From an optimization exercise on the open Yosys and OpenROAD flow, aimed at small area, a short achievable clock period and few clock cycles; shortcuts taken in it are not production practice. No run shown here included a check of the RTL's function; only the layout flow was run. Power figures rest on the tool's default switching activity, not on a simulated workload.

==> flow/design.v <==
package brv32p_pkg;
  typedef enum logic [6:0] {
    OP_LUI      = 7'b0110111,
    OP_AUIPC    = 7'b0010111,
    OP_JAL      = 7'b1101111,
    OP_JALR     = 7'b1100111,
    OP_BRANCH   = 7'b1100011,
    OP_LOAD     = 7'b0000011,
    OP_STORE    = 7'b0100011,
    OP_IMM      = 7'b0010011,
    OP_REG      = 7'b0110011,
    OP_FENCE    = 7'b0001111,
    OP_SYSTEM   = 7'b1110011
  } opcode_e;
  typedef enum logic [3:0] {
    ALU_ADD   = 4'b0000,
    ALU_SUB   = 4'b1000,
    ALU_SLL   = 4'b0001,
    ALU_SLT   = 4'b0010,
    ALU_SLTU  = 4'b0011,
    ALU_XOR   = 4'b0100,
    ALU_SRL   = 4'b0101,
    ALU_SRA   = 4'b1101,
    ALU_OR    = 4'b0110,
    ALU_AND   = 4'b0111,
    ALU_PASS_B = 4'b1111    
  } alu_op_e;
  typedef enum logic [2:0] {
    MD_MUL    = 3'b000,
    MD_MULH   = 3'b001,
    MD_MULHSU = 3'b010,
    MD_MULHU  = 3'b011,
    MD_DIV    = 3'b100,
    MD_DIVU   = 3'b101,
    MD_REM    = 3'b110,
    MD_REMU   = 3'b111
  } md_op_e;
  typedef enum logic [2:0] {
    WB_ALU    = 3'd0,
    WB_MEM    = 3'd1,
    WB_PC4    = 3'd2,   
    WB_CSR    = 3'd3,
    WB_MULDIV = 3'd4
  } wb_sel_e;
  typedef enum logic [1:0] {
    MEM_BYTE = 2'b00,
    MEM_HALF = 2'b01,
    MEM_WORD = 2'b10
  } mem_width_e;
  typedef enum logic [2:0] {
    BR_NONE = 3'b000,
    BR_EQ   = 3'b001,
    BR_NE   = 3'b010,
    BR_LT   = 3'b011,
    BR_GE   = 3'b100,
    BR_LTU  = 3'b101,
    BR_GEU  = 3'b110
  } branch_type_e;
  typedef enum logic [1:0] {
    FWD_NONE  = 2'b00,
    FWD_EX_MEM = 2'b01,
    FWD_MEM_WB = 2'b10
  } fwd_sel_e;
  typedef struct packed {
    alu_op_e      alu_op;
    logic         alu_src;         
    logic         muldiv_en;
    md_op_e       muldiv_op;
    logic         mem_rd;
    logic         mem_wr;
    mem_width_e   mem_width;
    logic         mem_sign_ext;
    logic         reg_wr;
    wb_sel_e      wb_sel;
    branch_type_e branch_type;
    logic         jal;
    logic         jalr;
    logic         auipc;           
    logic         csr_en;
    logic [2:0]   csr_op;
    logic [11:0]  csr_addr;
    logic         ecall;
    logic         ebreak;
    logic         mret;
    logic         fence;
    logic         illegal;
  } ctrl_t;
  localparam logic [11:0] CSR_MSTATUS   = 12'h300;
  localparam logic [11:0] CSR_MIE       = 12'h304;
  localparam logic [11:0] CSR_MTVEC     = 12'h305;
  localparam logic [11:0] CSR_MSCRATCH  = 12'h340;
  localparam logic [11:0] CSR_MEPC      = 12'h341;
  localparam logic [11:0] CSR_MCAUSE    = 12'h342;
  localparam logic [11:0] CSR_MTVAL     = 12'h343;
  localparam logic [11:0] CSR_MIP       = 12'h344;
  localparam logic [11:0] CSR_MCYCLE    = 12'hB00;
  localparam logic [11:0] CSR_MINSTRET  = 12'hB02;
  localparam logic [11:0] CSR_MHARTID   = 12'hF14;
  localparam logic [31:0] RESET_VECTOR  = 32'h0000_0000;
  localparam logic [31:0] IMEM_BASE     = 32'h0000_0000;
  localparam logic [31:0] DMEM_BASE     = 32'h1000_0000;
  localparam logic [31:0] PERIPH_BASE   = 32'h2000_0000;
  localparam logic [31:0] GPIO_BASE     = 32'h2000_0000;
  localparam logic [31:0] UART_BASE     = 32'h2000_0100;
  localparam logic [31:0] TIMER_BASE    = 32'h2000_0200;
  localparam int ICACHE_SETS     = 64;    
  localparam int ICACHE_WAYS     = 2;     
  localparam int ICACHE_LINE_W   = 128;   
  localparam int DCACHE_SETS     = 64;
  localparam int DCACHE_WAYS     = 2;
  localparam int DCACHE_LINE_W   = 128;
  localparam int AXI_ADDR_W = 32;
  localparam int AXI_DATA_W = 32;
  localparam int AXI_STRB_W = AXI_DATA_W / 8;
endpackage
module compressed_decoder (
  input  logic [31:0] instr_in,      
  output logic [31:0] instr_out,     
  output logic        is_compressed,  
  output logic        illegal_c      
);
  logic [15:0] ci;   
  assign ci = instr_in[15:0];
  assign is_compressed = (ci[1:0] != 2'b11);
  function automatic logic [4:0] cr(input logic [2:0] r);
    cr = {2'b01, r};
  endfunction
  always_comb begin
    instr_out = instr_in;   
    illegal_c = 1'b0;
    if (is_compressed) begin
      instr_out = 32'h0000_0013;   
      illegal_c = 1'b0;
      case (ci[1:0])
        2'b00: begin
          case (ci[15:13])
            3'b000: begin  
              if (ci[12:5] == 8'b0) begin
                illegal_c = 1'b1;
              end else begin
                logic [9:0] nzuimm;
                nzuimm = {ci[10:7], ci[12:11], ci[5], ci[6], 2'b00};
                instr_out = {2'b0, nzuimm, 5'd2, 3'b000, cr(ci[4:2]), 7'b0010011};
              end
            end
            3'b010: begin  
              logic [6:0] off;
              off = {ci[5], ci[12:10], ci[6], 2'b00};
              instr_out = {5'b0, off, cr(ci[9:7]), 3'b010, cr(ci[4:2]), 7'b0000011};
            end
            3'b110: begin  
              logic [6:0] off;
              off = {ci[5], ci[12:10], ci[6], 2'b00};
              instr_out = {5'b0, off[6:5], cr(ci[4:2]), cr(ci[9:7]), 3'b010, off[4:0], 7'b0100011};
            end
            default: illegal_c = 1'b1;
          endcase
        end
        2'b01: begin
          case (ci[15:13])
            3'b000: begin  
              logic [5:0] imm;
              imm = {ci[12], ci[6:2]};
              instr_out = {{6{imm[5]}}, imm, ci[11:7], 3'b000, ci[11:7], 7'b0010011};
            end
            3'b001: begin  
              logic [20:0] jimm;
              jimm = {{10{ci[12]}}, ci[8], ci[10:9], ci[6], ci[7], ci[2], ci[11], ci[5:3], 1'b0};
              instr_out = {jimm[20], jimm[10:1], jimm[11], jimm[19:12], 5'd1, 7'b1101111};
            end
            3'b010: begin  
              logic [5:0] imm;
              imm = {ci[12], ci[6:2]};
              instr_out = {{6{imm[5]}}, imm, 5'd0, 3'b000, ci[11:7], 7'b0010011};
            end
            3'b011: begin
              if (ci[11:7] == 5'd2) begin  
                logic [9:0] nzimm;
                nzimm = {ci[12], ci[4:3], ci[5], ci[2], ci[6], 4'b0000};
                instr_out = {{2{nzimm[9]}}, nzimm, 5'd2, 3'b000, 5'd2, 7'b0010011};
              end else begin  
                logic [17:0] nzuimm;
                nzuimm = {ci[12], ci[6:2], 12'b0};
                instr_out = {{14{ci[12]}}, ci[12], ci[6:2], ci[11:7], 7'b0110111};
              end
            end
            3'b100: begin  
              case (ci[11:10])
                2'b00: begin  
                  instr_out = {7'b0000000, ci[6:2], cr(ci[9:7]), 3'b101, cr(ci[9:7]), 7'b0010011};
                end
                2'b01: begin  
                  instr_out = {7'b0100000, ci[6:2], cr(ci[9:7]), 3'b101, cr(ci[9:7]), 7'b0010011};
                end
                2'b10: begin  
                  logic [5:0] imm;
                  imm = {ci[12], ci[6:2]};
                  instr_out = {{6{imm[5]}}, imm, cr(ci[9:7]), 3'b111, cr(ci[9:7]), 7'b0010011};
                end
                2'b11: begin
                  case ({ci[12], ci[6:5]})
                    3'b000: instr_out = {7'b0100000, cr(ci[4:2]), cr(ci[9:7]), 3'b000, cr(ci[9:7]), 7'b0110011};  
                    3'b001: instr_out = {7'b0000000, cr(ci[4:2]), cr(ci[9:7]), 3'b100, cr(ci[9:7]), 7'b0110011};  
                    3'b010: instr_out = {7'b0000000, cr(ci[4:2]), cr(ci[9:7]), 3'b110, cr(ci[9:7]), 7'b0110011};  
                    3'b011: instr_out = {7'b0000000, cr(ci[4:2]), cr(ci[9:7]), 3'b111, cr(ci[9:7]), 7'b0110011};  
                    default: illegal_c = 1'b1;
                  endcase
                end
              endcase
            end
            3'b101: begin  
              logic [20:0] jimm;
              jimm = {{10{ci[12]}}, ci[8], ci[10:9], ci[6], ci[7], ci[2], ci[11], ci[5:3], 1'b0};
              instr_out = {jimm[20], jimm[10:1], jimm[11], jimm[19:12], 5'd0, 7'b1101111};
            end
            3'b110: begin  
              logic [8:0] boff;
              boff = {ci[12], ci[6:5], ci[2], ci[11:10], ci[4:3], 1'b0};
              instr_out = {boff[8], {3{boff[8]}}, boff[7:5], 5'd0, cr(ci[9:7]), 3'b000, boff[4:1], boff[8], 7'b1100011};
            end
            3'b111: begin  
              logic [8:0] boff;
              boff = {ci[12], ci[6:5], ci[2], ci[11:10], ci[4:3], 1'b0};
              instr_out = {boff[8], {3{boff[8]}}, boff[7:5], 5'd0, cr(ci[9:7]), 3'b001, boff[4:1], boff[8], 7'b1100011};
            end
            default: illegal_c = 1'b1;
          endcase
        end
        2'b10: begin
          case (ci[15:13])
            3'b000: begin  
              instr_out = {7'b0000000, ci[6:2], ci[11:7], 3'b001, ci[11:7], 7'b0010011};
            end
            3'b010: begin  
              logic [7:0] off;
              off = {ci[3:2], ci[12], ci[6:4], 2'b00};
              instr_out = {4'b0, off, 5'd2, 3'b010, ci[11:7], 7'b0000011};
            end
            3'b100: begin
              if (ci[12] == 1'b0) begin
                if (ci[6:2] == 5'b0) begin  
                  instr_out = {12'b0, ci[11:7], 3'b000, 5'd0, 7'b1100111};
                end else begin  
                  instr_out = {7'b0, ci[6:2], 5'd0, 3'b000, ci[11:7], 7'b0110011};
                end
              end else begin
                if (ci[6:2] == 5'b0) begin
                  if (ci[11:7] == 5'b0) begin  
                    instr_out = 32'h0010_0073;
                  end else begin  
                    instr_out = {12'b0, ci[11:7], 3'b000, 5'd1, 7'b1100111};
                  end
                end else begin  
                  instr_out = {7'b0, ci[6:2], ci[11:7], 3'b000, ci[11:7], 7'b0110011};
                end
              end
            end
            3'b110: begin  
              logic [7:0] off;
              off = {ci[8:7], ci[12:9], 2'b00};
              instr_out = {4'b0, off[7:5], ci[6:2], 5'd2, 3'b010, off[4:0], 7'b0100011};
            end
            default: illegal_c = 1'b1;
          endcase
        end
        default: begin
        end
      endcase
    end
  end
endmodule
module muldiv (
  input  logic        clk,
  input  logic        rst_n,
  input  logic        en,       
  input  logic        req,      
  input  logic [2:0]  op,
  input  logic [31:0] a,
  input  logic [31:0] b,
  output logic        hold,     
  output logic [31:0] result    
);
  localparam logic [2:0] PH_IDLE = 3'd0, PH_NEGA = 3'd1, PH_NEGB = 3'd2,
                         PH_DIV  = 3'd3, PH_NEGR = 3'd4, PH_MUL  = 3'd5,
                         PH_MULH = 3'd6;
  logic [2:0]  ph;
  logic [31:0] H, L, D;
  logic [5:0]  cnt;
  logic        lead;       
  logic        negb_pend;  
  logic        neg_res;    
  logic        rem;        
  logic        msa, msb;   
  logic [33:0] x_sub, y_sub, diff;
  logic        q;
  always_comb begin
    x_sub = {1'b0, H, L[31]};
    y_sub = {2'b0, D};
    case (ph)
      PH_NEGA: begin x_sub = '0; y_sub = {2'b0, L}; end
      PH_NEGB: begin x_sub = '0; y_sub = {2'b0, D}; end
      PH_NEGR: begin x_sub = '0; y_sub = {2'b0, rem ? H : L}; end
      default: ;
    endcase
  end
  assign diff = x_sub - y_sub;
  assign q    = ~diff[33];
  logic [31:0] h_step, l_step;
  assign h_step = q ? diff[31:0] : {H[30:0], L[31]};
  assign l_step = {L[30:0], q};
  logic [35:0] hx, dx, r0, r1, r2, r3, s;
  logic        neg3;
  assign hx   = (ph == PH_MULH && msa) ? {{4{H[31]}}, H} : {4'b0, H};
  assign dx   = (ph == PH_MULH && msa) ? {{4{D[31]}}, D} : {4'b0, D};
  assign neg3 = (ph == PH_MULH) && msb && (cnt == 6'd0);
  assign r0   = L[0] ? dx : 36'b0;
  assign r1   = L[1] ? {dx[34:0], 1'b0} : 36'b0;
  assign r2   = L[2] ? {dx[33:0], 2'b0} : 36'b0;
  assign r3   = L[3] ? {dx[32:0], 3'b0} : 36'b0;
  assign s    = hx + r0 + r1 + r2 + (neg3 ? ~r3 : r3) + {35'b0, neg3};
  logic mul_last;
  assign mul_last = (L[31:4] == 28'b0);
  logic fin;
  always_comb begin
    case (ph)
      PH_MUL:  fin = mul_last;
      PH_MULH: fin = (cnt == 6'd0);
      PH_NEGR: fin = 1'b1;
      PH_DIV:  fin = (cnt == 6'd1) && !neg_res;
      default: fin = 1'b0;
    endcase
  end
  assign hold = req && !fin;
  always_comb begin
    case (ph)
      PH_MUL:  result = s[31:0];
      PH_MULH: result = s[35:4];
      PH_NEGR: result = diff[31:0];
      default: result = rem ? h_step : l_step;
    endcase
  end
  logic is_div, dsgn, a_neg, b_neg, b_zero;
  assign is_div = op[2];
  assign dsgn   = ~op[0];
  assign a_neg  = dsgn & a[31];
  assign b_neg  = dsgn & b[31];
  assign b_zero = (b == 32'b0);
  always_ff @(posedge clk or negedge rst_n) begin
    if (!rst_n) begin
      ph <= PH_IDLE;
    end else if (en) begin
      case (ph)
        PH_IDLE: if (req) begin
          if (!is_div)
            ph <= (op[1:0] == 2'b00) ? PH_MUL : PH_MULH;
          else if (b_zero)
            ph <= PH_DIV;
          else
            ph <= a_neg ? PH_NEGA : (b_neg ? PH_NEGB : PH_DIV);
        end
        PH_NEGA: ph <= negb_pend ? PH_NEGB : PH_DIV;
        PH_NEGB: ph <= PH_DIV;
        PH_DIV:  if (cnt == 6'd1) ph <= neg_res ? PH_NEGR : PH_IDLE;
        default: if (fin) ph <= PH_IDLE;
      endcase
    end
  end
  always_ff @(posedge clk) begin
    if (en) begin
      case (ph)
        PH_IDLE: if (req) begin
          D    <= is_div ? b : a;
          rem  <= op[1];
          msa  <= (op[1:0] == 2'b01) || (op[1:0] == 2'b10);
          msb  <= (op[1:0] == 2'b01);
          lead <= 1'b1;
          negb_pend <= b_neg;
          if (!is_div) begin
            H   <= 32'b0;
            L   <= b;
            cnt <= 6'd7;
            neg_res <= 1'b0;
          end else if (b_zero) begin
            H   <= {1'b0, a[31:1]};
            L   <= {op[1] ? a[0] : 1'b1, 31'h7FFF_FFFF};
            cnt <= 6'd1;
            lead <= 1'b0;
            neg_res <= 1'b0;
          end else begin
            H   <= 32'b0;
            L   <= a;
            cnt <= 6'd32;
            neg_res <= op[1] ? a_neg : (a_neg ^ b_neg);
          end
        end
        PH_NEGA: L <= diff[31:0];
        PH_NEGB: D <= diff[31:0];
        PH_DIV: begin
          if (lead && cnt > 6'd8 && L[31:24] == 8'b0) begin
            L   <= {L[23:0], 8'b0};
            cnt <= cnt - 6'd8;
          end else if (lead && cnt > 6'd4 && L[31:28] == 4'b0) begin
            L   <= {L[27:0], 4'b0};
            cnt <= cnt - 6'd4;
          end else begin
            lead <= 1'b0;
            H    <= h_step;
            L    <= l_step;
            cnt  <= cnt - 6'd1;
          end
        end
        PH_MUL: begin
          H <= s[31:0];
          D <= {D[27:0], 4'b0};
          L <= {4'b0, L[31:4]};
        end
        PH_MULH: begin
          H   <= s[35:4];
          L   <= {s[3:0], L[31:4]};
          cnt <= cnt - 6'd1;
        end
        default: ;
      endcase
    end
  end
endmodule
module brv32p_core (
  input  logic        clk,
  input  logic        rst_n,
  output logic [31:0] imem_addr,
  output logic        imem_rd,
  input  logic [31:0] imem_rdata,
  input  logic        imem_ready,
  output logic [31:0] dmem_addr,
  output logic        dmem_rd,
  output logic        dmem_wr,
  output logic [1:0]  dmem_width,
  output logic        dmem_sign_ext,
  output logic [31:0] dmem_wdata,
  input  logic [31:0] dmem_rdata,
  input  logic        dmem_ready
);
  logic m_rdq, m_wrq;
  logic adv;
  assign adv = imem_ready & ~((m_rdq | m_wrq) & ~dmem_ready);
  logic redirect;
  logic [31:0] redir_pc;
  logic md_hold, load_use, id_hold;
  assign id_hold = md_hold | load_use;
  logic [31:1] pc_if;
  assign imem_addr = {pc_if, 1'b0};
  assign imem_rd   = 1'b1;
  logic [31:0] raw;
  assign raw = imem_rdata;
  logic is_c_if;
  logic [31:0] instr_exp;
  logic        illegal_c_unused;
  compressed_decoder u_cdec (
    .instr_in      (raw),
    .instr_out     (instr_exp),
    .is_compressed (is_c_if),
    .illegal_c     (illegal_c_unused)
  );
  logic q1, cj, cb, j32, b32, pred_if;
  assign q1  = (raw[1:0] == 2'b01);
  assign cj  = q1 & (raw[14:13] == 2'b01);    
  assign cb  = q1 & (raw[15:14] == 2'b11);    
  assign j32 = (raw[6:0] == 7'b1101111);
  assign b32 = (raw[6:0] == 7'b1100011);
  assign pred_if = j32 | cj | (b32 & raw[31]) | (cb & raw[12]);
  logic [20:1] pimm;
  always_comb begin
    if (j32)
      pimm = {raw[31], raw[19:12], raw[20], raw[30:21]};
    else if (b32)
      pimm = {{9{raw[31]}}, raw[7], raw[30:25], raw[11:8]};
    else if (cj)
      pimm = {{10{raw[12]}}, raw[8], raw[10:9], raw[6], raw[7], raw[2], raw[11], raw[5:3]};
    else
      pimm = {{13{raw[12]}}, raw[6:5], raw[2], raw[11:10], raw[4:3]};
  end
  logic [31:1] pc_seq, pc_pred;
  assign pc_seq  = pc_if + {29'b0, ~is_c_if, is_c_if};
  assign pc_pred = pc_if + {{11{pimm[20]}}, pimm};
  always_ff @(posedge clk or negedge rst_n) begin
    if (!rst_n)
      pc_if <= 31'b0;
    else if (adv) begin
      if (redirect)
        pc_if <= redir_pc[31:1];
      else if (!id_hold)
        pc_if <= pred_if ? pc_pred : pc_seq;
    end
  end
  logic        id_valid;
  logic [31:2] id_instr;
  logic [31:1] id_pc;
  logic        id_c, id_pred;
  always_ff @(posedge clk or negedge rst_n) begin
    if (!rst_n)
      id_valid <= 1'b0;
    else if (adv && !id_hold)
      id_valid <= !redirect;
  end
  always_ff @(posedge clk) begin
    if (adv && !id_hold) begin
      id_instr <= instr_exp[31:2];
      id_pc    <= pc_if;
      id_c     <= is_c_if;
      id_pred  <= pred_if;
    end
  end
  logic [31:0] ins;
  assign ins = {id_instr, 2'b11};
  logic [6:0] opc;
  logic [2:0] f3;
  logic [4:0] rs1, rs2, rd;
  assign opc = ins[6:0];
  assign f3  = ins[14:12];
  assign rs1 = ins[19:15];
  assign rs2 = ins[24:20];
  assign rd  = ins[11:7];
  logic o_lui, o_auipc, o_jal, o_jalr, o_br, o_load, o_store, o_imm, o_reg, o_fence, o_sys;
  assign o_lui   = (opc == 7'b0110111);
  assign o_auipc = (opc == 7'b0010111);
  assign o_jal   = (opc == 7'b1101111);
  assign o_jalr  = (opc == 7'b1100111);
  assign o_br    = (opc == 7'b1100011);
  assign o_load  = (opc == 7'b0000011);
  assign o_store = (opc == 7'b0100011);
  assign o_imm   = (opc == 7'b0010011);
  assign o_reg   = (opc == 7'b0110011);
  assign o_fence = (opc == 7'b0001111);
  assign o_sys   = (opc == 7'b1110011);
  logic d_md, d_csr, d_ecall, d_ebreak, d_mret, d_ill, d_brok;
  assign d_md     = o_reg & (ins[31:25] == 7'b0000001);
  assign d_csr    = o_sys & (f3 != 3'b000);
  assign d_ecall  = o_sys & (f3 == 3'b000) & (ins[31:20] == 12'h000);
  assign d_ebreak = o_sys & (f3 == 3'b000) & (ins[31:20] == 12'h001);
  assign d_mret   = o_sys & (f3 == 3'b000) & (ins[31:20] == 12'h302);
  assign d_brok   = o_br & (f3[2:1] != 2'b01);
  assign d_ill    = (o_sys & (f3 == 3'b000) & !d_ecall & !d_ebreak & !d_mret) |
                    (o_br & !d_brok) |
                    !(o_lui | o_auipc | o_jal | o_jalr | o_br | o_load | o_store |
                      o_imm | o_reg | o_fence | o_sys);
  logic d_regwr, use1, use2;
  assign d_regwr = o_lui | o_auipc | o_jal | o_jalr | o_load | o_imm | o_reg | d_csr;
  assign use1    = o_jalr | o_br | o_load | o_store | o_imm | o_reg | (d_csr & !f3[2]);
  assign use2    = o_br | o_store | o_reg;
  logic d_alu, d_sub, d_slt, d_sltu, d_log, d_sh, d_sleft, d_sarith;
  logic [1:0] d_lop;
  assign d_alu    = (o_imm | o_reg) & !d_md;
  assign d_sub    = (o_reg & (f3 == 3'b000) & ins[30]) | o_br |
                    (d_alu & (f3 == 3'b010 || f3 == 3'b011));
  assign d_slt    = d_alu & (f3 == 3'b010);
  assign d_sltu   = d_alu & (f3 == 3'b011);
  assign d_log    = d_alu & f3[2] & (f3[1:0] != 2'b01);
  assign d_lop    = f3[1:0];
  assign d_sh     = d_alu & (f3[1:0] == 2'b01);
  assign d_sleft  = !f3[2];
  assign d_sarith = ins[30];
  logic d_radd;
  assign d_radd   = (d_alu & (f3 == 3'b000)) | o_load | o_store;
  logic [31:0] d_immv;
  always_comb begin
    if (o_store)
      d_immv = {{20{ins[31]}}, ins[31:25], ins[11:7]};
    else if (o_br)
      d_immv = {{19{ins[31]}}, ins[31], ins[7], ins[30:25], ins[11:8], 1'b0};
    else if (o_lui | o_auipc)
      d_immv = {ins[31:12], 12'b0};
    else if (o_jal)
      d_immv = {{11{ins[31]}}, ins[31], ins[19:12], ins[20], ins[30:21], 1'b0};
    else if (o_sys)
      d_immv = {27'b0, ins[19:15]};
    else
      d_immv = {{20{ins[31]}}, ins[31:20]};
  end
  logic [6:0] d_csel;
  always_comb begin
    d_csel = 7'b0;
    case (ins[31:20])
      12'h300: d_csel[0] = 1'b1;   
      12'h304: d_csel[1] = 1'b1;   
      12'h305: d_csel[2] = 1'b1;   
      12'h340: d_csel[3] = 1'b1;   
      12'h341: d_csel[4] = 1'b1;   
      12'h342: d_csel[5] = 1'b1;   
      12'h343: d_csel[6] = 1'b1;   
      default: ;
    endcase
  end
  logic        rf_we;
  logic [4:0]  rf_wa;
  logic [31:0] rf_wd;
  logic [31:0] regs [1:31];
  always_ff @(posedge clk) begin
    if (rf_we)
      regs[rf_wa] <= rf_wd;
  end
  logic [31:0] rs1_v, rs2_v;
  assign rs1_v = (rs1 == 5'd0) ? 32'd0 : (rf_we && rf_wa == rs1) ? rf_wd : regs[rs1];
  assign rs2_v = (rs2 == 5'd0) ? 32'd0 : (rf_we && rf_wa == rs2) ? rf_wd : regs[rs2];
  logic e_rfwe, e_load;
  logic [4:0] e_rd;
  assign load_use = e_load & id_valid &
                    (((e_rd == rs1) & use1) | ((e_rd == rs2) & use2));
  logic id_go;
  assign id_go = id_valid & !redirect & !load_use;
  logic e_store, e_md, e_csr, e_trap, e_mret, e_br, e_jalr;
  logic [31:0] e_rs1v, e_rs2v, e_imm;
  logic [31:1] e_pc;
  logic        e_c, e_pred, e_fwd1, e_fwd2, e_alusrc, e_xinc;
  logic        e_sub, e_slt, e_sltu, e_log, e_sh, e_sleft, e_sarith;
  logic        e_radd, e_rimm, e_rpc, e_rcsr, e_rmd;
  logic [1:0]  e_lop;
  logic [2:0]  e_f3;
  logic [1:0]  e_width;
  logic        e_sext;
  logic [3:0]  e_cause;
  logic [6:0]  e_csel;
  always_ff @(posedge clk or negedge rst_n) begin
    if (!rst_n) begin
      e_rfwe <= 1'b0; e_load <= 1'b0; e_store <= 1'b0; e_md <= 1'b0;
      e_csr  <= 1'b0; e_trap <= 1'b0; e_mret  <= 1'b0; e_br <= 1'b0;
      e_jalr <= 1'b0;
    end else if (adv && !md_hold) begin
      e_rfwe  <= id_go & d_regwr & (rd != 5'd0);
      e_load  <= id_go & o_load;
      e_store <= id_go & o_store;
      e_md    <= id_go & d_md;
      e_csr   <= id_go & d_csr;
      e_trap  <= id_go & (d_ecall | d_ebreak | d_ill);
      e_mret  <= id_go & d_mret;
      e_br    <= id_go & d_brok;
      e_jalr  <= id_go & o_jalr;
    end
  end
  always_ff @(posedge clk) begin
    if (adv && !md_hold) begin
      e_rs1v   <= rs1_v;
      e_rs2v   <= rs2_v;
      e_imm    <= d_immv;
      e_pc     <= id_pc;
      e_c      <= id_c;
      e_pred   <= id_pred;
      e_rd     <= rd;
      e_fwd1   <= e_rfwe & (e_rd == rs1) & use1;
      e_fwd2   <= e_rfwe & (e_rd == rs2) & use2;
      e_alusrc <= !(o_reg | o_br);
      e_xinc   <= o_jal | o_jalr | (o_br & id_pred);
      e_sub    <= d_sub;
      e_slt    <= d_slt;
      e_sltu   <= d_sltu;
      e_log    <= d_log;
      e_lop    <= d_lop;
      e_sh     <= d_sh;
      e_sleft  <= d_sleft;
      e_sarith <= d_sarith;
      e_radd   <= d_radd;
      e_rimm   <= o_lui;
      e_rpc    <= o_auipc | o_jal | o_jalr;
      e_rcsr   <= d_csr;
      e_rmd    <= d_md;
      e_f3     <= f3;
      e_width  <= f3[1:0];
      e_sext   <= !f3[2];
      e_cause  <= d_ill ? 4'd2 : d_ecall ? 4'd11 : 4'd3;
      e_csel   <= d_csel;
    end
  end
  logic [31:0] m_result;
  logic [31:0] opa, opb, alub;
  assign opa  = e_fwd1 ? m_result : e_rs1v;
  assign opb  = e_fwd2 ? m_result : e_rs2v;
  assign alub = e_alusrc ? e_imm : opb;
  logic [32:0] sum;
  assign sum = {1'b0, opa} + {1'b0, alub ^ {32{e_sub}}} + {32'b0, e_sub};
  logic lt, ltu, eq;
  assign ltu = ~sum[32];
  assign lt  = (opa[31] ^ alub[31]) ? opa[31] : sum[31];
  assign eq  = (opa == opb);
  logic [31:0] logv;
  always_comb begin
    case (e_lop)
      2'b00:   logv = opa ^ alub;
      2'b10:   logv = opa | alub;
      default: logv = opa & alub;
    endcase
  end
  logic [31:0] sh_in, sh_r, shv;
  always_comb begin
    for (int i = 0; i < 32; i++) sh_in[i] = e_sleft ? opa[31 - i] : opa[i];
  end
  assign sh_r = 32'($signed({e_sarith & !e_sleft & opa[31], sh_in}) >>> alub[4:0]);
  always_comb begin
    for (int i = 0; i < 32; i++) shv[i] = e_sleft ? sh_r[31 - i] : sh_r[i];
  end
  logic [31:0] pcadd;
  assign pcadd = {e_pc, 1'b0} + (e_xinc ? {29'b0, ~e_c, e_c, 1'b0} : e_imm);
  logic taken;
  assign taken = (e_f3[2] ? (e_f3[1] ? ltu : lt) : eq) ^ e_f3[0];
  logic        mie_b, mpie_b;
  logic [31:0] csr_mie, csr_mscratch, csr_mcause, csr_mtval;
  logic [31:2] csr_mtvec;
  logic [31:1] csr_mepc;
  logic [31:0] csr_rd;
  assign csr_rd = ({32{e_csel[0]}} & {24'b0, mpie_b, 3'b0, mie_b, 3'b0}) |
                  ({32{e_csel[1]}} & csr_mie) |
                  ({32{e_csel[2]}} & {csr_mtvec, 2'b0}) |
                  ({32{e_csel[3]}} & csr_mscratch) |
                  ({32{e_csel[4]}} & {csr_mepc, 1'b0}) |
                  ({32{e_csel[5]}} & csr_mcause) |
                  ({32{e_csel[6]}} & csr_mtval);
  logic [31:0] csr_wv, csr_nv;
  assign csr_wv = e_f3[2] ? e_imm : opa;
  always_comb begin
    case (e_f3[1:0])
      2'b01:   csr_nv = csr_wv;
      2'b10:   csr_nv = csr_rd | csr_wv;
      2'b11:   csr_nv = csr_rd & ~csr_wv;
      default: csr_nv = csr_rd;
    endcase
  end
  always_ff @(posedge clk or negedge rst_n) begin
    if (!rst_n) begin
      mie_b <= 1'b0; mpie_b <= 1'b0;
      csr_mie <= '0; csr_mtvec <= '0; csr_mscratch <= '0; csr_mepc <= '0;
      csr_mcause <= '0; csr_mtval <= '0;
    end else if (adv) begin
      if (e_trap) begin
        csr_mepc   <= e_pc;
        csr_mcause <= {28'b0, e_cause};
        csr_mtval  <= 32'b0;
        mpie_b     <= mie_b;
        mie_b      <= 1'b0;
      end else if (e_mret) begin
        mie_b  <= mpie_b;
        mpie_b <= 1'b1;
      end else if (e_csr) begin
        if (e_csel[0]) begin mie_b <= csr_nv[3]; mpie_b <= csr_nv[7]; end
        if (e_csel[1]) csr_mie      <= csr_nv;
        if (e_csel[2]) csr_mtvec    <= csr_nv[31:2];
        if (e_csel[3]) csr_mscratch <= csr_nv;
        if (e_csel[4]) csr_mepc     <= csr_nv[31:1];
        if (e_csel[5]) csr_mcause   <= csr_nv;
        if (e_csel[6]) csr_mtval    <= csr_nv;
      end
    end
  end
  logic [31:0] md_res;
  muldiv u_md (
    .clk    (clk),
    .rst_n  (rst_n),
    .en     (adv),
    .req    (e_md),
    .op     (e_f3),
    .a      (opa),
    .b      (opb),
    .hold   (md_hold),
    .result (md_res)
  );
  assign redirect = (e_br & (taken ^ e_pred)) | e_jalr | e_trap | e_mret;
  always_comb begin
    if (e_trap)      redir_pc = {csr_mtvec, 2'b0};
    else if (e_mret) redir_pc = {csr_mepc, 1'b0};
    else if (e_jalr) redir_pc = {sum[31:1], 1'b0};
    else             redir_pc = pcadd;
  end
  logic [31:0] ex_res;
  assign ex_res = ({32{e_radd}} & sum[31:0]) |
                  ({32{e_log}}  & logv) |
                  ({32{e_sh}}   & shv) |
                  {31'b0, (e_slt & lt) | (e_sltu & ltu)} |
                  ({32{e_rimm}} & e_imm) |
                  ({32{e_rpc}}  & pcadd) |
                  ({32{e_rcsr}} & csr_rd) |
                  ({32{e_rmd}}  & md_res);
  logic        m_rfwe;
  logic [4:0]  m_rd;
  logic [31:0] m_wdata;
  logic [1:0]  m_width;
  logic        m_sext;
  always_ff @(posedge clk or negedge rst_n) begin
    if (!rst_n) begin
      m_rfwe <= 1'b0; m_rdq <= 1'b0; m_wrq <= 1'b0;
    end else if (adv) begin
      m_rfwe <= e_rfwe & !md_hold;
      m_rdq  <= e_load;
      m_wrq  <= e_store;
    end
  end
  always_ff @(posedge clk) begin
    if (adv) begin
      m_rd     <= e_rd;
      m_result <= ex_res;
      m_wdata  <= opb;
      m_width  <= e_width;
      m_sext   <= e_sext;
    end
  end
  assign dmem_addr     = m_result;
  assign dmem_rd       = m_rdq;
  assign dmem_wr       = m_wrq;
  assign dmem_width    = m_width;
  assign dmem_sign_ext = m_sext;
  assign dmem_wdata    = m_wdata;
  assign rf_we = m_rfwe;
  assign rf_wa = m_rd;
  assign rf_wd = m_rdq ? dmem_rdata : m_result;
endmodule
==> flow/run.sh <==
#!/bin/bash
# synth_recipe.tcl (not shown) runs the flow's synth.tcl, then flattens the netlist and writes it again
# the make line also repeats each setting of config.mk as NAME=value (left out here)
make -C /OpenROAD-flow-scripts/flow DESIGN_CONFIG=/design/flow/config.mk WORK_HOME=/design/flow/orfs CLKGATE_MAP_FILE= SYNTH_SCRIPT=/design/flow/synth_recipe.tcl finish
==> flow/config.mk <==
export PLATFORM = sky130hd
export DESIGN_NAME = brv32p_core
export DESIGN_NICKNAME = brv32p_core
export VERILOG_FILES = /design/flow/design.v
export SDC_FILE = /design/flow/constraint.sdc
export NUM_CORES = 8
export LEC_CHECK = 0
export CAP_MARGIN = 20
export CORE_MARGIN = 2
export CORE_UTILIZATION = 45
export PLACE_DENSITY = 0.6
export SLEW_MARGIN = 20
==> flow/constraint.sdc <==
create_clock -name core_clock -period 15.0 [get_ports {clk}]
set_input_delay 3.0000 -clock core_clock [delete_from_list [all_inputs] [get_ports {clk}]]
set_output_delay 3.0000 -clock core_clock [all_outputs]
set_load 0.01 [all_outputs]
==> results of run 1 <==
==> worst max-delay path, cell delays in order <==
cell and delay [ns]:
sky130_fd_sc_hd__clkdlybuf4s50_1 0.99, sky130_fd_sc_hd__clkinv_1 0.43, sky130_fd_sc_hd__nor2_1 0.18, sky130_fd_sc_hd__buf_4 0.25, sky130_fd_sc_hd__nand3_1 0.15, sky130_fd_sc_hd__nor4_1 0.73
sky130_fd_sc_hd__a21oi_1 0.29, sky130_fd_sc_hd__nor2b_1 0.33, sky130_fd_sc_hd__nand2_1 0.15, sky130_fd_sc_hd__a21boi_0 0.36, sky130_fd_sc_hd__ha_1 0.32, sky130_fd_sc_hd__a211oi_1 0.34
sky130_fd_sc_hd__o211ai_1 0.20, sky130_fd_sc_hd__a41oi_1 0.44, sky130_fd_sc_hd__o21ai_0 0.27, sky130_fd_sc_hd__a221oi_1 0.53, sky130_fd_sc_hd__o21ai_0 0.31, sky130_fd_sc_hd__a21o_1 0.22
sky130_fd_sc_hd__a21oi_1 0.16, sky130_fd_sc_hd__xor2_1 0.16, sky130_fd_sc_hd__a22oi_1 0.08, sky130_fd_sc_hd__o22a_1 0.24
==> cell type report <==
cell class	count	share of cell area (%)
Clock inverter	107	1.091
Antenna cell	7	0.01603
Multi-Input combinational cell	5605	43.20
Sequential cell	1635	43.84
Tap cell	2854	3.268
Inverter	344	1.193
Clock buffer	215	4.258
Timing Repair Buffer	386	3.133
==> routing by layer <==
metal	share of wire, %	vias up	track usage (%)
li1	-	31600	-
met2	44	4616	52.97
met5	0.031	-	0
met3	10	1006	8.077
met4	7.1	20	20.82
met1	38	38580	46.23
==> cell families after synthesis <==
group | after synthesis
AOI/OAI and AO/OA | 2255
and+or+nand+nor | 1794
DFF | 1635
buffers and inverters | 953
muxes | 940
adders and majority gates | 341
xor gates and xnor gates | 273
other | 2
==> through the flow <==
step | hold WS (ns) | instances | utilization, % | worst slack (ns) | instance area (sq um)
6_report | 0.4183 | 11150 | 50.32 | 5.588 | 109300
5_1_grt | 0.4301 | 11150 | 50.31 | 5.227 | 109300
4_1_cts | 0.4182 | 11150 | 50.31 | 5.817 | 109300
3_5_place_dp | 0.4054 | 10820 | 47.62 | 4.888 | 103400
3_3_place_gp | 0.4029 | 10820 | 47.61 | 4.974 | 103400
2_1_floorplan | 0.4003 | 8193 | - | 6.182 | 98300
==> layout by cell type, fill, tap and decap left out, types with 148 or more instances in the layout <==
cell type / count
sky130_fd_sc_hd__edfxtp_1: 1397
sky130_fd_sc_hd__nand2_1: 692
sky130_fd_sc_hd__o21ai_0: 546
sky130_fd_sc_hd__mux4_2: 517
sky130_fd_sc_hd__a21oi_1: 444
sky130_fd_sc_hd__nor2_1: 433
sky130_fd_sc_hd__mux2i_1: 347
sky130_fd_sc_hd__inv_1: 330
sky130_fd_sc_hd__ha_1: 237
sky130_fd_sc_hd__dfrtp_1: 236
sky130_fd_sc_hd__a211oi_1: 218
sky130_fd_sc_hd__buf_4: 206
sky130_fd_sc_hd__xnor2_1: 188
sky130_fd_sc_hd__clkbuf_16: 178
sky130_fd_sc_hd__clkdlybuf4s50_1: 166
sky130_fd_sc_hd__a22oi_1: 162
sky130_fd_sc_hd__and2_1: 148
==> where the power goes <==
part	switching [mW]	internal, mW	total [mW]
Sequential	0.832	5.96	6.79
Combinational	9.39	4.91	14.3
Clock	1.94	2.52	4.46
Total	12.2	13.4	25.6
==> worst max path at each step <==
stage                     end  slack, ns  cells after the start
floorplan           pc_if[16]       6.18                      8
global placement    pc_if[30]       4.97                     22
detailed placement  pc_if[30]       4.89                     22
CTS                 pc_if[30]       5.82                     22
global route        pc_if[30]       5.23                     22
finish              pc_if[30]       5.59                     22
==> results by group, run 1 <==
Yosys
  • Mean cell area of the mapped netlist: 12.00 sq um
  • Simple logic cell fraction of the synthesized area: 8.264%
  • Most repeated cell in the gate-level netlist after synthesis: sky130_fd_sc_hd__edfxtp_1
  • Synthesized-area fraction occupied by adder cells: 5.127%
  • Proportion of netlist area held by the largest area contributor: 42.67%
  • Post-synth cell types: 99
  • Combinational family with the most area after synthesis: multiplexers
  • Share of flip-flops with an asynchronous set or reset: 14.56%
  • Most instantiated cells after synthesis: 1397 x sky130_fd_sc_hd__edfxtp_1, 699 x sky130_fd_sc_hd__nand2_1, 548 x sky130_fd_sc_hd__o21ai_0
  • Flops & latches, synth: 1635
  • EDFF count, synth: 1397
  • Post-Syn Nets: 8602
  • Most frequently used flop master after synthesis: sky130_fd_sc_hd__edfxtp_1
  • Area share of xor/xnor cells in the synthesized design: 2.440%
  • Share of synthesized area occupied by flip-flops and latches: 48.73%
  • Yosys synthesis warning count: 3
  • Netlist area before placement: 0.09830 sq mm
  • Synthesized-area fraction occupied by ao, oa, aoi and oai cells: 15.38%
  • Dominant cells by area after synthesis: sky130_fd_sc_hd__edfxtp_1 43%, sky130_fd_sc_hd__mux4_2 12%, sky130_fd_sc_hd__dfrtp_1 6.1%, sky130_fd_sc_hd__mux2i_1 3.6%, sky130_fd_sc_hd__ha_1 3.0%
  • Cell type with the largest total area after synthesis: sky130_fd_sc_hd__edfxtp_1
  • Mapped Cells: 8193
  • Portion of netlist area occupied by mux cells: 16.28%

Timing
  • Transition time at the pin with the least slew margin: 1.314 ns
  • Part of the cycle the worst path needs: 62.75%
  • Final setup skew: 0.08888 ns
  • Unrepaired setup endpoints after global routing: no
  • Final Slew Violations: 0
  • Final critical path time including I/O delays and setup: 9.412 ns
  • Max Clock Freq: 106.2 MHz
  • Final setup fails: 0
  • Sum of negative setup slack: 0 ns
  • Max transition margin: 11.51%
  • Final number of hold-violating endpoints: 0

GRT
  • Number of antenna violations at the first check in global routing: 24
  • Wire length of the first global-routing pass: 558600 microns
  • Overall fraction of global-route tracks in use: 35.06%
  • Via count of the first global-routing pass: 73610
  • Largest net degree at the start of global routing: 121
  • Total congestion overflow after global routing: 0

Routing
  • Sum of routed wire length over all layers: 396600 microns
  • Drt first pass iters: 7
  • Detailed-route via count: 75820
  • Average vias per placed instance: 6.799
  • Detailed-route wire length per cell: 35.56 microns
  • Number of DRC markers in iteration 0: 10660
  • DRC Markers: 0
  • Post-route antenna net violation count: 0

Clock tree
  • Number of H-tree branching levels: 4
  • Number of buffers inserted to repair setup after CTS: 0
  • Total number of clock tree sinks: 1635
  • CTS root buf: sky130_fd_sc_hd__clkbuf_16
  • Cts hold-fix bufs: 0
  • Num CTS Buffers: 176
  • Clock-pin slew on the worst setup and hold paths: 0.06 ns
  • Worst-Skew Late Latency: 0.89 ns
  • Resized Gates After CTS: 0
  • Clock Tree Buf Depth: 3
  • CTS tree: yes

Cells and area
  • Area added between synthesis and finish: 11.16%
  • Register name with the most flops: regs
  • Max reg flops: 992
  • Fraction of layout instances using a drive strength above 1: 14.83%
  • Filler Cell Count: 18850
  • Multi-input logic area: 0.04720 sq mm
  • Seq. cell area: 0.04791 sq mm
  • Net count, final: 8557

Hold path
  • Endpoint, Worst Hold: e_pc[13]
  • Tightest Hold Check Type: reg2reg
  • Hold Path Cell Cnt: 0
  • Startpoint of the worst hold path: id_pc[13]

Run status
  • Status: timing/DRC/antenna clean

Critical path
  • Crit path capture type: register
  • Reg2Reg Launch Point: u_md.ph[0]
  • Critical Path Start: imem_rdata[0]
  • Number of cells on the worst reg-to-reg path: 27
  • Crit path required time: 15.75 ns
  • Critical Path Fanout Max: 20
  • Crit path kind: in2reg
  • Worst setup slack for register-to-register paths: 7.06 ns
  • Capturing point of the worst reg2reg path: m_result[22]
  • Kind of start point of the critical path: primary input
  • CP Data Arrival Time: 10.16 ns

Placement
  • HPWL reported at the end of detailed placement: 266500 microns
  • IO Port Bufs: 167
  • Final estimated routing congestion in global placement: 1.023

Floorplanning
  • Area enclosed by the die boundary: 0.2222 sq mm
  • Count of pins on the block boundary: 170
  • Chip width: 471.4 microns
  • Effective utilization at floorplan: 45.27%
  • Placement row count: 171
  • Core area: 0.2172 sq mm
  • Die extent in y: 471.4 microns

Pwr
  • Maximum ir drop on the vdd rail: 0.3047 mV
  • Areal power density over the cells: 233.9 mW/mm^2
  • Static power due to leakage: 39.35 nW
  • Total Power: 25.55 mW

Job
  • Max-cap check violation count: 0
==> inputs of run 2 (changes only) <==
--- a/flow/design.v
+++ b/flow/design.v
@@ -291,33 +291,46 @@
   logic        neg_res;    
   logic        rem;        
   logic        msa, msb;   
-  logic [33:0] x_sub, y_sub, diff;
-  logic        q;
-  always_comb begin
-    x_sub = {1'b0, H, L[31]};
-    y_sub = {2'b0, D};
-    case (ph)
-      PH_NEGA: begin x_sub = '0; y_sub = {2'b0, L}; end
-      PH_NEGB: begin x_sub = '0; y_sub = {2'b0, D}; end
-      PH_NEGR: begin x_sub = '0; y_sub = {2'b0, rem ? H : L}; end
-      default: ;
-    endcase
+  logic [35:0] hx, dx, r0, r1, r2, r3;
+  logic        neg3, mulph;
+  assign hx    = msa ? {{4{H[31]}}, H} : {4'b0, H};
+  assign dx    = msa ? {{4{D[31]}}, D} : {4'b0, D};
+  assign neg3  = msb && (cnt == 6'd0);
+  assign mulph = (ph == PH_MUL) || (ph == PH_MULH);
+  assign r0    = L[0] ? dx : 36'b0;
+  assign r1    = L[1] ? {dx[34:0], 1'b0} : 36'b0;
+  assign r2    = L[2] ? {dx[33:0], 2'b0} : 36'b0;
+  assign r3    = (L[3] ? {dx[32:0], 3'b0} : 36'b0) ^ {36{neg3}};
+  logic [35:0] s1, c1, s2, c2, s3, c3;
+  assign s1 = hx ^ r0 ^ r1;
+  assign c1 = ((hx & r0) | (hx & r1) | (r0 & r1)) << 1;
+  assign s2 = s1 ^ c1 ^ r2;
+  assign c2 = ((s1 & c1) | (s1 & r2) | (c1 & r2)) << 1;
+  assign s3 = s2 ^ c2 ^ r3;
+  assign c3 = ((s2 & c2) | (s2 & r3) | (c2 & r3)) << 1;
+  logic [35:0] x_add, y_add, sum;
+  logic        cin;
+  always_comb begin
+    if (mulph) begin
+      x_add = s3;
+      y_add = c3;
+      cin   = neg3;
+    end else begin
+      x_add = (ph == PH_DIV) ? {3'b0, H, L[31]} : 36'b0;
+      case (ph)
+        PH_NEGA: y_add = ~{4'b0, L};
+        PH_NEGR: y_add = ~{4'b0, rem ? H : L};
+        default: y_add = ~{4'b0, D};
+      endcase
+      cin = 1'b1;
+    end
   end
-  assign diff = x_sub - y_sub;
-  assign q    = ~diff[33];
+  assign sum = x_add + y_add + {35'b0, cin};
+  logic        q;
   logic [31:0] h_step, l_step;
-  assign h_step = q ? diff[31:0] : {H[30:0], L[31]};
+  assign q      = ~sum[35];
+  assign h_step = q ? sum[31:0] : {H[30:0], L[31]};
   assign l_step = {L[30:0], q};
-  logic [35:0] hx, dx, r0, r1, r2, r3, s;
-  logic        neg3;
-  assign hx   = (ph == PH_MULH && msa) ? {{4{H[31]}}, H} : {4'b0, H};
-  assign dx   = (ph == PH_MULH && msa) ? {{4{D[31]}}, D} : {4'b0, D};
-  assign neg3 = (ph == PH_MULH) && msb && (cnt == 6'd0);
-  assign r0   = L[0] ? dx : 36'b0;
-  assign r1   = L[1] ? {dx[34:0], 1'b0} : 36'b0;
-  assign r2   = L[2] ? {dx[33:0], 2'b0} : 36'b0;
-  assign r3   = L[3] ? {dx[32:0], 3'b0} : 36'b0;
-  assign s    = hx + r0 + r1 + r2 + (neg3 ? ~r3 : r3) + {35'b0, neg3};
   logic mul_last;
   assign mul_last = (L[31:4] == 28'b0);
   logic fin;
@@ -333,9 +346,9 @@
   assign hold = req && !fin;
   always_comb begin
     case (ph)
-      PH_MUL:  result = s[31:0];
-      PH_MULH: result = s[35:4];
-      PH_NEGR: result = diff[31:0];
+      PH_MUL:  result = sum[31:0];
+      PH_MULH: result = sum[35:4];
+      PH_NEGR: result = sum[31:0];
       default: result = rem ? h_step : l_step;
     endcase
   end
@@ -371,8 +384,8 @@
         PH_IDLE: if (req) begin
           D    <= is_div ? b : a;
           rem  <= op[1];
-          msa  <= (op[1:0] == 2'b01) || (op[1:0] == 2'b10);
-          msb  <= (op[1:0] == 2'b01);
+          msa  <= !op[2] && ((op[1:0] == 2'b01) || (op[1:0] == 2'b10));
+          msb  <= !op[2] && (op[1:0] == 2'b01);
           lead <= 1'b1;
           negb_pend <= b_neg;
           if (!is_div) begin
@@ -393,8 +406,8 @@
             neg_res <= op[1] ? a_neg : (a_neg ^ b_neg);
           end
         end
-        PH_NEGA: L <= diff[31:0];
-        PH_NEGB: D <= diff[31:0];
+        PH_NEGA: L <= sum[31:0];
+        PH_NEGB: D <= sum[31:0];
         PH_DIV: begin
           if (lead && cnt > 6'd8 && L[31:24] == 8'b0) begin
             L   <= {L[23:0], 8'b0};
@@ -410,13 +423,13 @@
           end
         end
         PH_MUL: begin
-          H <= s[31:0];
+          H <= sum[31:0];
           D <= {D[27:0], 4'b0};
           L <= {4'b0, L[31:4]};
         end
         PH_MULH: begin
-          H   <= s[35:4];
-          L   <= {s[3:0], L[31:4]};
+          H   <= sum[35:4];
+          L   <= {sum[3:0], L[31:4]};
           cnt <= cnt - 6'd1;
         end
         default: ;
@@ -576,6 +589,11 @@
     else
       d_immv = {{20{ins[31]}}, ins[31:20]};
   end
+  logic d_xinc, d_trap;
+  logic [31:0] pcx;
+  assign d_xinc = o_jal | o_jalr | (o_br & id_pred);
+  assign d_trap = d_ecall | d_ebreak | d_ill;
+  assign pcx    = {id_pc, 1'b0} + (d_xinc ? {29'b0, ~id_c, id_c, 1'b0} : d_immv);
   logic [6:0] d_csel;
   always_comb begin
     d_csel = 7'b0;
@@ -593,14 +611,23 @@
   logic        rf_we;
   logic [4:0]  rf_wa;
   logic [31:0] rf_wd;
-  logic [31:0] regs [1:31];
+  logic [31:1][31:0] regs;
   always_ff @(posedge clk) begin
-    if (rf_we)
-      regs[rf_wa] <= rf_wd;
+    for (int i = 1; i < 32; i++)
+      if (rf_we && rf_wa == 5'(i))
+        regs[i] <= rf_wd;
+  end
+  logic [31:0] rs1_r, rs2_r, rs1_v, rs2_v;
+  always_comb begin
+    rs1_r = 32'b0;
+    rs2_r = 32'b0;
+    for (int i = 1; i < 32; i++) begin
+      rs1_r = rs1_r | (regs[i] & {32{rs1 == 5'(i)}});
+      rs2_r = rs2_r | (regs[i] & {32{rs2 == 5'(i)}});
+    end
   end
-  logic [31:0] rs1_v, rs2_v;
-  assign rs1_v = (rs1 == 5'd0) ? 32'd0 : (rf_we && rf_wa == rs1) ? rf_wd : regs[rs1];
-  assign rs2_v = (rs2 == 5'd0) ? 32'd0 : (rf_we && rf_wa == rs2) ? rf_wd : regs[rs2];
+  assign rs1_v = (rf_we && rf_wa == rs1) ? rf_wd : rs1_r;
+  assign rs2_v = (rf_we && rf_wa == rs2) ? rf_wd : rs2_r;
   logic e_rfwe, e_load;
   logic [4:0] e_rd;
   assign load_use = e_load & id_valid &
@@ -609,10 +636,9 @@
   assign id_go = id_valid & !redirect & !load_use;
   logic e_store, e_md, e_csr, e_trap, e_mret, e_br, e_jalr;
   logic [31:0] e_rs1v, e_rs2v, e_imm;
-  logic [31:1] e_pc;
-  logic        e_c, e_pred, e_fwd1, e_fwd2, e_alusrc, e_xinc;
+  logic        e_pred, e_fwd1, e_fwd2, e_alusrc;
   logic        e_sub, e_slt, e_sltu, e_log, e_sh, e_sleft, e_sarith;
-  logic        e_radd, e_rimm, e_rpc, e_rcsr, e_rmd;
+  logic        e_radd, e_rimm, e_rlink, e_rcsr, e_rmd;
   logic [1:0]  e_lop;
   logic [2:0]  e_f3;
   logic [1:0]  e_width;
@@ -630,7 +656,7 @@
       e_store <= id_go & o_store;
       e_md    <= id_go & d_md;
       e_csr   <= id_go & d_csr;
-      e_trap  <= id_go & (d_ecall | d_ebreak | d_ill);
+      e_trap  <= id_go & d_trap;
       e_mret  <= id_go & d_mret;
       e_br    <= id_go & d_brok;
       e_jalr  <= id_go & o_jalr;
@@ -639,16 +665,13 @@
   always_ff @(posedge clk) begin
     if (adv && !md_hold) begin
       e_rs1v   <= rs1_v;
-      e_rs2v   <= rs2_v;
-      e_imm    <= d_immv;
-      e_pc     <= id_pc;
-      e_c      <= id_c;
+      e_rs2v   <= (o_jal | o_jalr) ? pcx : rs2_v;
+      e_imm    <= d_trap ? {id_pc, 1'b0} : (o_auipc | o_br) ? pcx : d_immv;
       e_pred   <= id_pred;
       e_rd     <= rd;
       e_fwd1   <= e_rfwe & (e_rd == rs1) & use1;
       e_fwd2   <= e_rfwe & (e_rd == rs2) & use2;
       e_alusrc <= !(o_reg | o_br);
-      e_xinc   <= o_jal | o_jalr | (o_br & id_pred);
       e_sub    <= d_sub;
       e_slt    <= d_slt;
       e_sltu   <= d_sltu;
@@ -658,8 +681,8 @@
       e_sleft  <= d_sleft;
       e_sarith <= d_sarith;
       e_radd   <= d_radd;
-      e_rimm   <= o_lui;
-      e_rpc    <= o_auipc | o_jal | o_jalr;
+      e_rimm   <= o_lui | o_auipc;
+      e_rlink  <= o_jal | o_jalr;
       e_rcsr   <= d_csr;
       e_rmd    <= d_md;
       e_f3     <= f3;
@@ -696,22 +719,24 @@
   always_comb begin
     for (int i = 0; i < 32; i++) shv[i] = e_sleft ? sh_r[31 - i] : sh_r[i];
   end
-  logic [31:0] pcadd;
-  assign pcadd = {e_pc, 1'b0} + (e_xinc ? {29'b0, ~e_c, e_c, 1'b0} : e_imm);
   logic taken;
   assign taken = (e_f3[2] ? (e_f3[1] ? ltu : lt) : eq) ^ e_f3[0];
   logic        mie_b, mpie_b;
   logic [31:0] csr_mie, csr_mscratch, csr_mcause, csr_mtval;
   logic [31:2] csr_mtvec;
   logic [31:1] csr_mepc;
+  logic        v_mie, v_mtvec, v_mscratch, v_mepc, v_mcause, v_mtval;
+  logic [31:0] mtvec_q, mepc_q;
+  assign mtvec_q = {csr_mtvec & {30{v_mtvec}}, 2'b0};
+  assign mepc_q  = {csr_mepc & {31{v_mepc}}, 1'b0};
   logic [31:0] csr_rd;
   assign csr_rd = ({32{e_csel[0]}} & {24'b0, mpie_b, 3'b0, mie_b, 3'b0}) |
-                  ({32{e_csel[1]}} & csr_mie) |
-                  ({32{e_csel[2]}} & {csr_mtvec, 2'b0}) |
-                  ({32{e_csel[3]}} & csr_mscratch) |
-                  ({32{e_csel[4]}} & {csr_mepc, 1'b0}) |
-                  ({32{e_csel[5]}} & csr_mcause) |
-                  ({32{e_csel[6]}} & csr_mtval);
+                  ({32{e_csel[1] & v_mie}} & csr_mie) |
+                  ({32{e_csel[2]}} & mtvec_q) |
+                  ({32{e_csel[3] & v_mscratch}} & csr_mscratch) |
+                  ({32{e_csel[4]}} & mepc_q) |
+                  ({32{e_csel[5] & v_mcause}} & csr_mcause) |
+                  ({32{e_csel[6] & v_mtval}} & csr_mtval);
   logic [31:0] csr_wv, csr_nv;
   assign csr_wv = e_f3[2] ? e_imm : opa;
   always_comb begin
@@ -722,32 +747,47 @@
       default: csr_nv = csr_rd;
     endcase
   end
+  logic csr_wr;
+  assign csr_wr = adv & e_csr;
   always_ff @(posedge clk or negedge rst_n) begin
     if (!rst_n) begin
       mie_b <= 1'b0; mpie_b <= 1'b0;
-      csr_mie <= '0; csr_mtvec <= '0; csr_mscratch <= '0; csr_mepc <= '0;
-      csr_mcause <= '0; csr_mtval <= '0;
+      v_mie <= 1'b0; v_mtvec <= 1'b0; v_mscratch <= 1'b0; v_mepc <= 1'b0;
+      v_mcause <= 1'b0; v_mtval <= 1'b0;
     end else if (adv) begin
       if (e_trap) begin
-        csr_mepc   <= e_pc;
-        csr_mcause <= {28'b0, e_cause};
-        csr_mtval  <= 32'b0;
-        mpie_b     <= mie_b;
-        mie_b      <= 1'b0;
+        v_mepc   <= 1'b1;
+        v_mcause <= 1'b1;
+        v_mtval  <= 1'b0;    
+        mpie_b   <= mie_b;
+        mie_b    <= 1'b0;
       end else if (e_mret) begin
         mie_b  <= mpie_b;
         mpie_b <= 1'b1;
       end else if (e_csr) begin
         if (e_csel[0]) begin mie_b <= csr_nv[3]; mpie_b <= csr_nv[7]; end
-        if (e_csel[1]) csr_mie      <= csr_nv;
-        if (e_csel[2]) csr_mtvec    <= csr_nv[31:2];
-        if (e_csel[3]) csr_mscratch <= csr_nv;
-        if (e_csel[4]) csr_mepc     <= csr_nv[31:1];
-        if (e_csel[5]) csr_mcause   <= csr_nv;
-        if (e_csel[6]) csr_mtval    <= csr_nv;
+        if (e_csel[1]) v_mie      <= 1'b1;
+        if (e_csel[2]) v_mtvec    <= 1'b1;
+        if (e_csel[3]) v_mscratch <= 1'b1;
+        if (e_csel[4]) v_mepc     <= 1'b1;
+        if (e_csel[5]) v_mcause   <= 1'b1;
+        if (e_csel[6]) v_mtval    <= 1'b1;
       end
     end
   end
+  always_ff @(posedge clk) begin
+    if (adv & e_trap) begin
+      csr_mepc   <= e_imm[31:1];
+      csr_mcause <= {28'b0, e_cause};
+    end else begin
+      if (csr_wr & e_csel[4]) csr_mepc   <= csr_nv[31:1];
+      if (csr_wr & e_csel[5]) csr_mcause <= csr_nv;
+    end
+    if (csr_wr & e_csel[1]) csr_mie      <= csr_nv;
+    if (csr_wr & e_csel[2]) csr_mtvec    <= csr_nv[31:2];
+    if (csr_wr & e_csel[3]) csr_mscratch <= csr_nv;
+    if (csr_wr & e_csel[6]) csr_mtval    <= csr_nv;
+  end
   logic [31:0] md_res;
   muldiv u_md (
     .clk    (clk),
@@ -762,10 +802,10 @@
   );
   assign redirect = (e_br & (taken ^ e_pred)) | e_jalr | e_trap | e_mret;
   always_comb begin
-    if (e_trap)      redir_pc = {csr_mtvec, 2'b0};
-    else if (e_mret) redir_pc = {csr_mepc, 1'b0};
+    if (e_trap)      redir_pc = mtvec_q;
+    else if (e_mret) redir_pc = mepc_q;
     else if (e_jalr) redir_pc = {sum[31:1], 1'b0};
-    else             redir_pc = pcadd;
+    else             redir_pc = e_imm;
   end
   logic [31:0] ex_res;
   assign ex_res = ({32{e_radd}} & sum[31:0]) |
@@ -773,7 +813,7 @@
                   ({32{e_sh}}   & shv) |
                   {31'b0, (e_slt & lt) | (e_sltu & ltu)} |
                   ({32{e_rimm}} & e_imm) |
-                  ({32{e_rpc}}  & pcadd) |
+                  ({32{e_rlink}} & opb) |
                   ({32{e_rcsr}} & csr_rd) |
                   ({32{e_rmd}}  & md_res);
   logic        m_rfwe;
--- a/flow/config.mk
+++ b/flow/config.mk
@@ -9,4 +9,5 @@
 export CORE_MARGIN = 2
 export CORE_UTILIZATION = 45
 export PLACE_DENSITY = 0.6
+export SETUP_SLACK_MARGIN = 5
 export SLEW_MARGIN = 20
==> results by group, run 2 <==
Run status
  • Status: timing/DRC/antenna clean

Timing
  • Final setup skew: 0.08580 ns (-0.003080 ns)
  • Sum of negative setup slack: 0 ns (unchanged)
  • Transition time at the pin with the least slew margin: 1.373 ns (+0.05985 ns)
  • Max transition margin: 8.443% (-3.1 points)
  • Final number of hold-violating endpoints: 0 (unchanged)
  • Worst-case setup margin in the final layout: 6.117 ns (+0.5291 ns)
  • Unrepaired setup endpoints after global routing: no
  • Final Slew Violations: 0 (unchanged)
  • Final setup fails: 0 (unchanged)
  • Final critical path time including I/O delays and setup: 8.883 ns (-0.5291 ns)
  • Part of the cycle the worst path needs: 59.22% (-3.5 points)
  • Max Clock Freq: 112.6 MHz (+6.0%)

Cells and area
  • Max reg flops: 992 (unchanged)
  • Post-Layout Cell Count: 11250 (+0.82%)
  • Post-route core utilization: 50.95% (+0.63 points)
  • Commonest non-fill, non-tap cell in the layout: sky130_fd_sc_hd__edfxtp_1
  • Area added between synthesis and finish: 12.88%
  • Leading cell types in the layout, fill and taps excluded: 1525 x sky130_fd_sc_hd__edfxtp_1, 608 x sky130_fd_sc_hd__nor2_1, 578 x sky130_fd_sc_hd__nand2_1
  • Register name with the most flops: regs
  • Net count, final: 8751 (+2.3%)
  • Fraction of layout instances using a drive strength above 1: 10.30% (-4.5 points)

Yosys
  • Cell type with the largest total area after synthesis: sky130_fd_sc_hd__edfxtp_1
  • Most frequently used flop master after synthesis: sky130_fd_sc_hd__edfxtp_1
  • Netlist area before placement: 0.09216 sq mm (-6.2%)
  • Mean cell area of the mapped netlist: 11.05 sq um (-7.9%)
  • Dominant cells by area after synthesis: sky130_fd_sc_hd__edfxtp_1 50%, sky130_fd_sc_hd__a22oi_1 3.9%, sky130_fd_sc_hd__a221oi_1 3.3%, sky130_fd_sc_hd__nor2_1 2.9%, sky130_fd_sc_hd__a22o_1 2.8%
  • EDFF count, synth: 1525 (+9.2%)
  • Post-synth cell types: 95 (-4.0%)
  • Most instantiated cells after synthesis: 1525 x sky130_fd_sc_hd__edfxtp_1, 704 x sky130_fd_sc_hd__nor2_1, 578 x sky130_fd_sc_hd__nand2_1
  • Yosys synthesis warning count: 3 (unchanged)
  • Mapped Cells: 8341 (+1.8%)
  • Proportion of netlist area held by the largest area contributor: 49.69% (+7.0 points)
  • Share of flip-flops with an asynchronous set or reset: 3.420% (-11 points)
  • Post-Syn Nets: 8717 (+1.3%)
  • Share of synthesized area occupied by flip-flops and latches: 51.79% (+3.1 points)
  • Most repeated cell in the gate-level netlist after synthesis: sky130_fd_sc_hd__edfxtp_1
  • Flops & latches, synth: 1608 (-1.7%)

Clock tree
  • Num CTS Buffers: 173 (-1.7%)
  • CTS root buf: sky130_fd_sc_hd__clkbuf_16
  • Cts hold-fix bufs: 0 (unchanged)
  • Number of buffers inserted to repair setup after CTS: 0 (unchanged)
  • Clock-pin slew on the worst setup and hold paths: 0.06 ns (about the same)
  • CTS tree: yes
  • Resized Gates After CTS: 0 (unchanged)
  • Worst-Skew Late Latency: 0.88 ns (about the same)
  • Total number of clock tree sinks: 1608 (-1.7%)
  • Number of H-tree branching levels: 4 (unchanged)
  • Clock Tree Buf Depth: 3 (unchanged)

Floorplanning
  • Count of pins on the block boundary: 170 (unchanged)
  • Core area: 0.2042 sq mm (-6.0%)
  • Placement row count: 166 (-2.9%)
  • Area enclosed by the die boundary: 0.2084 sq mm (-6.2%)
  • Chip width: 456.5 microns (-3.1%)
  • Effective utilization at floorplan: 45.14% (-0.13 points)
  • Die extent in y: 456.5 microns (-3.1%)

Pwr
  • Areal power density over the cells: 197.1 mW/mm^2 (-16%)
  • Total Power: 20.50 mW (-20%)
  • Part of the power in registers: 31.7% (+5.1 points)
  • Design internal power: 11.26 mW (-16%)
  • Proportion of power drawn by the clock network: 21.9% (+4.5 points)
  • Total net switching power: 9.245 mW (-24%)
  • Maximum ir drop on the vdd rail: 0.1740 mV (-43%)
  • Static power due to leakage: 36.32 nW (-7.7%)
  • Combinational share of power: 46.4% (-9.6 points)
  • Sw frac: 45.09% (-2.5 points)

Critical path
  • CP max-delay cell: sky130_fd_sc_hd__clkdlybuf4s50_1
  • Delay-heaviest family, CP: compound AO/OA/AOI/OAI gates
  • Worst setup slack for register-to-register paths: 7.50 ns (+0.44 ns)
  • Number of cells on the worst reg-to-reg path: 21 (-22%)
  • CP Cell Sequence: clkdlybuf4s50_1 -> inv_1 -> nor2_1 -> buf_4 -> nand3_1 -> nor3_1 -> a21oi_1 -> nor2b_1 -> nand2_1 -> o31ai_1 -> ha_1 -> fa_1 -> a211oi_1 -> nor2_1 -> nor3_1 -> a21oi_1 -> a22o_1 -> o311a_1 -> o211ai_1 -> nand4_1 -> a31o_2 -> a211oi_1
  • Critical Path Fanout Max: 20 (unchanged)
  • Maximum single-stage delay on the critical path: 0.93 ns (-0.06 ns)
  • Kind of start point of the critical path: primary input
  • Crit path kind: in2reg
  • Buf+Inv Stages, Crit Path: 3 (unchanged)
  • Reg2Reg Launch Point: u_md.ph[2]
  • Crit path capture type: register
  • Crit path required time: 15.75 ns (about the same)
  • CP Data Arrival Time: 9.64 ns (-0.52 ns)
  • Capturing point of the worst reg2reg path: m_result[7]

GRT
  • Wire length of the first global-routing pass: 654200 microns (+17%)
  • Total congestion overflow after global routing: 0 (unchanged)
  • Largest net degree at the start of global routing: 69 (-43%)
  • Overall fraction of global-route tracks in use: 44.80% (+9.7 points)
  • Number of antenna violations at the first check in global routing: 50 (+110%)
  • Via count of the first global-routing pass: 79730 (+8.3%)

Hold path
  • Endpoint, Worst Hold: v_mie
  • Startpoint of the worst hold path: v_mie
  • Hold Path Cell Cnt: 1 (+1)
  • Tightest Hold Check Type: reg2reg

Routing
  • Sum of routed wire length over all layers: 483800 microns (+22%)
  • Drt first pass iters: 14 (+7)
  • DRC Markers: 0 (unchanged)
  • Detailed-route via count: 85910 (+13%)
  • Detailed-route wire length per cell: 43.03 microns (+21%)
  • Post-route antenna net violation count: 0 (unchanged)
  • Average vias per placed instance: 7.639 (+12%)
  • Number of DRC markers in iteration 0: 18170 (+70%)

Placement
  • IO Port Bufs: 167 (unchanged)
  • # placed instances: 10890 (+0.56%)
  • Final estimated routing congestion in global placement: 1.067 (+4.3%)
  • Worst setup slack after placement: 5.486 ns (+0.5980 ns)
  • HPWL reported at the end of detailed placement: 306100 microns (+15%)

Job
  • Max-cap check violation count: 0 (unchanged)
-- run 2: cell types whose count changed after synthesis, sizes merged, moves of 122 or more --
cell,previous run,this run
mux4,518,41
a22oi,162,484
a22o,18,296
a221oi,94,346
nor2,472,704
mux2i,359,150
dfrtp,238,55
a211oi,222,45
o21ai,563,386
nand4,31,167
edfxtp,1397,1525
nand2,700,578
-- run 2: metal layers --
metal	up-vias	routed length, microns	GRT usage, %
li1	33060	-	-
met1	41500	160500	53.09
met2	8607	197300	63.16
met3	2690	72520	17.80
met4	50	53040	38.46
met5	-	552	0.7577
-- run 2: final cells by class --
class,count,area [sq um]
fillers,17940,100100
multi-input cells,5841,41940
diodes,36,90.09
flip-flops and latches,1608,47730
well taps,2688,3363
repair buffers,479,3999
inverters,272,1028
clock buffers,209,4608
clock inverters,112,1269
-- run 2: worst register-to-register path, stage by stage, from the launching register on --
cell and delay (ns):
sky130_fd_sc_hd__dfrtp_1 0.33, sky130_fd_sc_hd__buf_4 0.28, sky130_fd_sc_hd__inv_1 0.11, sky130_fd_sc_hd__nor2_1 0.66, sky130_fd_sc_hd__nor2_1 0.16, sky130_fd_sc_hd__nor2_1 0.27, sky130_fd_sc_hd__buf_4 0.38, sky130_fd_sc_hd__o22ai_1 0.14
sky130_fd_sc_hd__nor2_1 0.11, sky130_fd_sc_hd__nor2_1 0.06, sky130_fd_sc_hd__fa_1 0.54, sky130_fd_sc_hd__a211oi_1 0.33, sky130_fd_sc_hd__nor2_1 0.18, sky130_fd_sc_hd__a21oi_1 0.24, sky130_fd_sc_hd__o21ai_0 0.26, sky130_fd_sc_hd__o21ai_1 0.53
sky130_fd_sc_hd__a21oi_1 0.25, sky130_fd_sc_hd__or3_1 0.42, sky130_fd_sc_hd__buf_4 0.28, sky130_fd_sc_hd__nand2_1 0.77, sky130_fd_sc_hd__a211oi_1 0.28, sky130_fd_sc_hd__o31ai_1 0.65
-- run 2: worst max-delay path by stage --
stage,depth (start not counted),startpoint,to
CTS,22,imem_rdata[0],pc_if[31]
floorplan,21,imem_rdata[1],pc_if[31]
global route,22,imem_rdata[0],pc_if[31]
finish,22,imem_rdata[0],pc_if[31]
detailed placement,22,imem_rdata[0],pc_if[31]
global placement,22,imem_rdata[0],pc_if[31]
-- run 2: power groups by stage --
stage / logic, mW / clock network, mW / registers (mW)
CTS: 9.00 / 4.46 / 6.45
global placement: 8.86 / 0 / 6.54
detailed placement: 8.94 / 0 / 6.54
finish: 9.52 / 4.48 / 6.50
floorplan: 5.39 / 0 / 6.15
global route: 9.93 / 4.64 / 6.48
-- run 2: kinds of logic (layout without fill, tap and decap cells) --
group,after synthesis,count (layout),synth area share [%]
AO/OA/AOI/OAI,2794,2794,22.21
AND/OR/NAND/NOR,2200,2200,11.10
flip-flops,1608,1608,51.79
buffers and inverters,892,1072,3.728
adder cells (fa/ha/maj),308,308,5.029
XOR/XNOR,272,272,2.585
multiplexers,265,265,3.548
other,2,38,0.008149
-- run 2: metrics by stage --
step / hold slack, ns / instance area (sq um)
after CTS: 0.4541 / 103900
after detailed placement: 0.4406 / 98000
after global routing: 0.4770 / 103900
after global placement: 0.4331 / 97980
after floorplan: 0.4197 / 92160
final: 0.4537 / 104000

re-timing with driven ports:
The results above use ideal ports. As a check the final layouts listed here were re-extracted and re-timed, cells and wires unchanged.
Step 1, drivers: a clkbuf_16 drives clk and a buf_2 each remaining input, both assumed.
Step 2 also shifts input and output timing later by t, the mid clock arrival at the registers, as if the neighbouring blocks saw the same clock.
a / b / c = no drivers / after step 1 / after step 2; a / b = the first two.
run | t, ns | setup slack, ns
run 1 | 0.926 | 5.588 / 5.649 / 4.723
run 2 | 0.929 | 6.117 / 6.188 / 5.259
After both steps setup and hold are still met in every run listed.
